This design comes from an exercise in tuning for small area on the open sky130 flow, not from production work.
Only simulation tests tie the RTL to the original design; equivalence was not proved.
Power figures rest on the tool's default switching activity, not on a simulated workload.

Design channel_avg, start of the top module:
module channel_avg #(
  parameter NCH            = 16,
  parameter OUTCH_WIDTH    = 16,
  parameter INTERNAL_WIDTH = 32,
  parameter INDATA_WIDTH   = 256,
  parameter OUTDATA_WIDTH  = 256
) (
  input                          RESET,
  input                          CLK,
  input      [7:0]               CONFIG,
  input                          TRIG,
  input      [INDATA_WIDTH-1:0]  INDATA_Q,
  output reg                     OUTVALID,
  output     [OUTDATA_WIDTH-1:0] OUTDATA_Q
);
Size in the first run: roughly 3400 cells after synthesis, ~520 flip-flops, roughly 33000 sq um of cells after synthesis.
==> flow/config.mk <==
export PLATFORM = sky130hd
export DESIGN_NAME = channel_avg
export DESIGN_NICKNAME = channel_avg
export VERILOG_FILES = /design/flow/design.v
export SDC_FILE = /design/flow/constraint.sdc
export NUM_CORES = 4
export LEC_CHECK = 0
export CAP_MARGIN = 20
export CORE_MARGIN = 2
export CORE_UTILIZATION = 60
export CTS_BUF_LIST = sky130_fd_sc_hd__clkbuf_4 sky130_fd_sc_hd__clkbuf_8
export CTS_CLUSTER_DIAMETER = 50
export CTS_CLUSTER_SIZE = 10
export PLACE_DENSITY = 0.75
export SLEW_MARGIN = 20
export SYNTH_HIERARCHICAL = 1
==> flow/constraint.sdc <==
create_clock -name core_clock -period 10.0 [get_ports {CLK}]
set_input_delay 2.0000 -clock core_clock [delete_from_list [all_inputs] [get_ports {CLK}]]
set_output_delay 2.0000 -clock core_clock [all_outputs]
set_load 0.01 [all_outputs]
standard.sh (not shown) runs the stock make flow with config.mk's settings and CLKGATE_MAP_FILE= SYNTH_SCRIPT=/design/flow/synth_recipe.tcl, a recipe that flattens the netlist after the stock synthesis.
==> flow/flow/run.sh <==
#!/bin/bash
set -e
cp standard.sh standard_sh.copy.log
export BUFFER_PORTS_ARGS="-buffer_cell sky130_fd_sc_hd__buf_1"
bash standard.sh > standard.log 2>&1
The starting point finished with timing, DRC and antenna clean.
Edit:
CORE_UTILIZATION = 55   (was 60)
CTS_BUF_LIST = sky130_fd_sc_hd__clkbuf_4   (was sky130_fd_sc_hd__clkbuf_4 sky130_fd_sc_hd__clkbuf_8)
CTS_CLUSTER_SIZE = 8   (was 10)
PLACE_DENSITY = 0.65   (was 0.75)
What happened:
- The new run produced a clean layout
- flip-flop and latch count is unchanged
- clock power goes down by 14%
- cell area goes down by 0.55%
- power goes down by about 2%
- setup slack improves by 0.12 ns
Edit:
==> flow/flow/run.sh (replaced) <==
#!/bin/bash
set -e
export BUFFER_PORTS_ARGS="-buffer_cell sky130_fd_sc_hd__buf_1"
export CTS_ARGS="-sink_clustering_enable -repair_clock_nets -sink_clustering_size 8 -sink_clustering_max_diameter 50 -buf_list sky130_fd_sc_hd__clkbuf_4 -dont_use_dummy_load"
bash standard.sh > standard.log 2>&1
CORE_UTILIZATION = 60   (was 55)
PLACE_DENSITY = 0.75   (was 0.65)
After rerunning:
- synthesized cell count is unchanged
- cell area goes down by 1.6%
- wire length is lower by 4.8%
- total power drops by 4.7%
- non-clock buffer count grows by 1
- final cell count shrinks by 2.8%
- global-route usage grows by 1.4 points
- maximum frequency grows by 0.79%
- clock skew is higher by 0.021 ns
Edit:
CORE_UTILIZATION = 50   (was 60)
PLACE_DENSITY = 0.7   (was 0.75)
What happened: The new run passed the timing, design-rule and antenna checks; sequential power hardly moves; cell area came out higher slightly; wire length went up by a few percent; final cell count climbs by a few percent; die area is higher by about a fifth.

---

cedar:
Starting RTL as in the previous note.
## channel_avg
module channel_avg #(
  parameter NCH            = 16,
  parameter OUTCH_WIDTH    = 16,
  parameter INTERNAL_WIDTH = 32,
  parameter INDATA_WIDTH   = 256,
  parameter OUTDATA_WIDTH  = 256
) (
  input                          RESET,
  input                          CLK,
  input      [7:0]               CONFIG,
  input                          TRIG,
  input      [INDATA_WIDTH-1:0]  INDATA_Q,
  output reg                     OUTVALID,
  output     [OUTDATA_WIDTH-1:0] OUTDATA_Q
);
  localparam AW = 31;
  localparam TB = 19;
  reg trig_prev;
  reg trig_prev1;
  reg trig_prev2;
  wire trig_synced = (trig_prev2 == 1'b0) && (trig_prev1 == 1'b1);
  wire [3:0] avg_n = CONFIG[3:0];
  wire [3:0] sh   = avg_n;
  wire [3:0] sh_n = ~avg_n;
  reg  [15:0] j;
  wire [4:0]  cfg1 = {1'b0, CONFIG[7:4]} + 5'd1;
  wire [4:0]  cfg2 = {1'b0, CONFIG[7:4]} + 5'd2;
  wire [15:0] cfg1_w = {11'd0, cfg1};
  wire        wrap  = trig_synced ? cfg1_w[avg_n] : j[avg_n];
  wire [15:0] j_inc = j + 16'd1;
  wire [15:0] j_nxt = wrap ? 16'd1 : (trig_synced ? {11'd0, cfg2} : j_inc);
  wire trig_synced_nxt = trig_prev & ~trig_prev1;
  wire load_nxt = trig_synced_nxt ? (CONFIG[7:4] == 4'd0)
                                  : (wrap | (~trig_synced & (j == 16'd0)));
  reg  load;
  genvar g, b;
  generate
    for (g = 0; g < NCH; g = g + 1) begin : ch
      wire [15:0]   x = INDATA_Q[16*g +: 16];
      wire          sg = x[15];
      reg  [AW-1:0] acc;
      wire [AW-1:0] a = acc & {AW{~load}};
      wire [AW-1:0] s;
      wire [TB:1]   c;
  ...
==> flow/config.mk <==
export PLATFORM = sky130hd
export DESIGN_NAME = channel_avg
export DESIGN_NICKNAME = channel_avg
export VERILOG_FILES = /design/flow/design.v
export SDC_FILE = /design/flow/constraint.sdc
export NUM_CORES = 4
export LEC_CHECK = 0
export CAP_MARGIN = 20
export CORE_MARGIN = 2
export CORE_UTILIZATION = 65
export CTS_BUF_LIST = sky130_fd_sc_hd__clkbuf_4
export CTS_CLUSTER_DIAMETER = 50
export CTS_CLUSTER_SIZE = 8
export PLACE_DENSITY = 0.8
export SLEW_MARGIN = 20
export SYNTH_HIERARCHICAL = 1
==> flow/constraint.sdc <==
create_clock -name core_clock -period 10.0 [get_ports {CLK}]
set_input_delay 2.0000 -clock core_clock [delete_from_list [all_inputs] [get_ports {CLK}]]
set_output_delay 2.0000 -clock core_clock [all_outputs]
set_load 0.01 [all_outputs]
==> flow/flow/run.sh <==
#!/bin/bash
set -e
export BUFFER_PORTS_ARGS="-buffer_cell sky130_fd_sc_hd__buf_1"
export CTS_ARGS="-sink_clustering_enable -repair_clock_nets -sink_clustering_size 8 -sink_clustering_max_diameter 50 -buf_list sky130_fd_sc_hd__clkbuf_4 -dont_use_dummy_load"
bash standard.sh > standard.log 2>&1
cedar | stages: all done | timing, DRC, antenna: all pass
The following lists how garnet was set up differently from cedar:
- CORE_UTILIZATION changed from 65 to 60
- PLACE_DENSITY changed from 0.8 to 0.75
==> flow/flow/run.sh <==
#!/bin/bash
set -e
cp standard.sh standard_sh.copy.log
export BUFFER_PORTS_ARGS="-buffer_cell sky130_fd_sc_hd__buf_1"
bash standard.sh > standard.log 2>&1
[summary]
garnet and cedar ended up with roughly the same critical path depth. On end-of-flow core utilization: garnet sits below cedar. | total wire length | garnet vs cedar | worse |. Diff cedar -> garnet: total global-route track usage now smaller; routed wire length on met2 went up by about 1.6%; fraction of power consumed by sequential logic down 0.6 points.
## Diff of input files: onyx against garnet
- a change of CTS_CLUSTER_DIAMETER from 50 to 45
- a change of CTS_CLUSTER_SIZE from 8 to 9
[summary]
Compared with garnet, in onyx wire length of the first global-routing pass barely changed; clock power saw an increase; global routing usage on met1 moved down; final worst-path setup slack has decreased; sequential share of layout area went down by 0.16 points. Any difference in via count of the routed design between garnet and onyx is small enough to ignore. On CTS clock-pin slew for the worst setup and hold paths, onyx tracks garnet almost exactly. Of onyx and garnet, onyx shows the lower power share of the combinational group, with garnet above it. Measured against each other, onyx and garnet differ in number of clock-tree buffers in the layout, the lower figure coming from garnet. When the final numbers for onyx and garnet were put side by side, the worst slew margin relative to its limit turned out to be greater in onyx.

## afterwards: timing with drivers on the ports
How much do the figures lean on ideal ports? The routed layouts below were timed once more, with nothing changed but the port constraints.
Step 1: set_driving_cell puts a clkbuf_16 on CLK and a buf_2 on each other input, an assumption about the parent block.
Step 2 adds t to the input delays and takes it off the output delays; t is the mean of the earliest and latest rising clock arrival at the registers after step 1. Input paths then give back, and output paths get back, about the clock's delay inside the block.
Three values: ideal, step 1, step 2; two values: the first two.
| run | t, ns | slack for setup (ns) | cell pins on the clock port's net |
|---|---|---|---|
| the first run of note 1 | 0.711 | 0.390 / 0.433 / -0.278 | 1 |
| the second run of note 1 | 0.916 | 0.510 / 0.493 / -0.423 | 1 |
| the third run of note 1 | 0.889 | 0.584 / 0.622 / -0.267 | 1 |
| the fourth run of note 1 | 0.883 | 0.558 / 0.590 / -0.293 | 1 |
| cedar | 0.893 | 0.549 / 0.569 / -0.324 | 1 |
| garnet | 0.907 | 0.617 / 0.657 / -0.249 | 1 |
| onyx | 0.896 | 0.576 / 0.604 / -0.292 | 1 |
With both steps, setup timing fails in every run listed, where it was met with ideal ports. The setup slack of the second run of note 1, which loses most, moves by -0.017 ns with the drivers and by -0.933 ns with both steps.
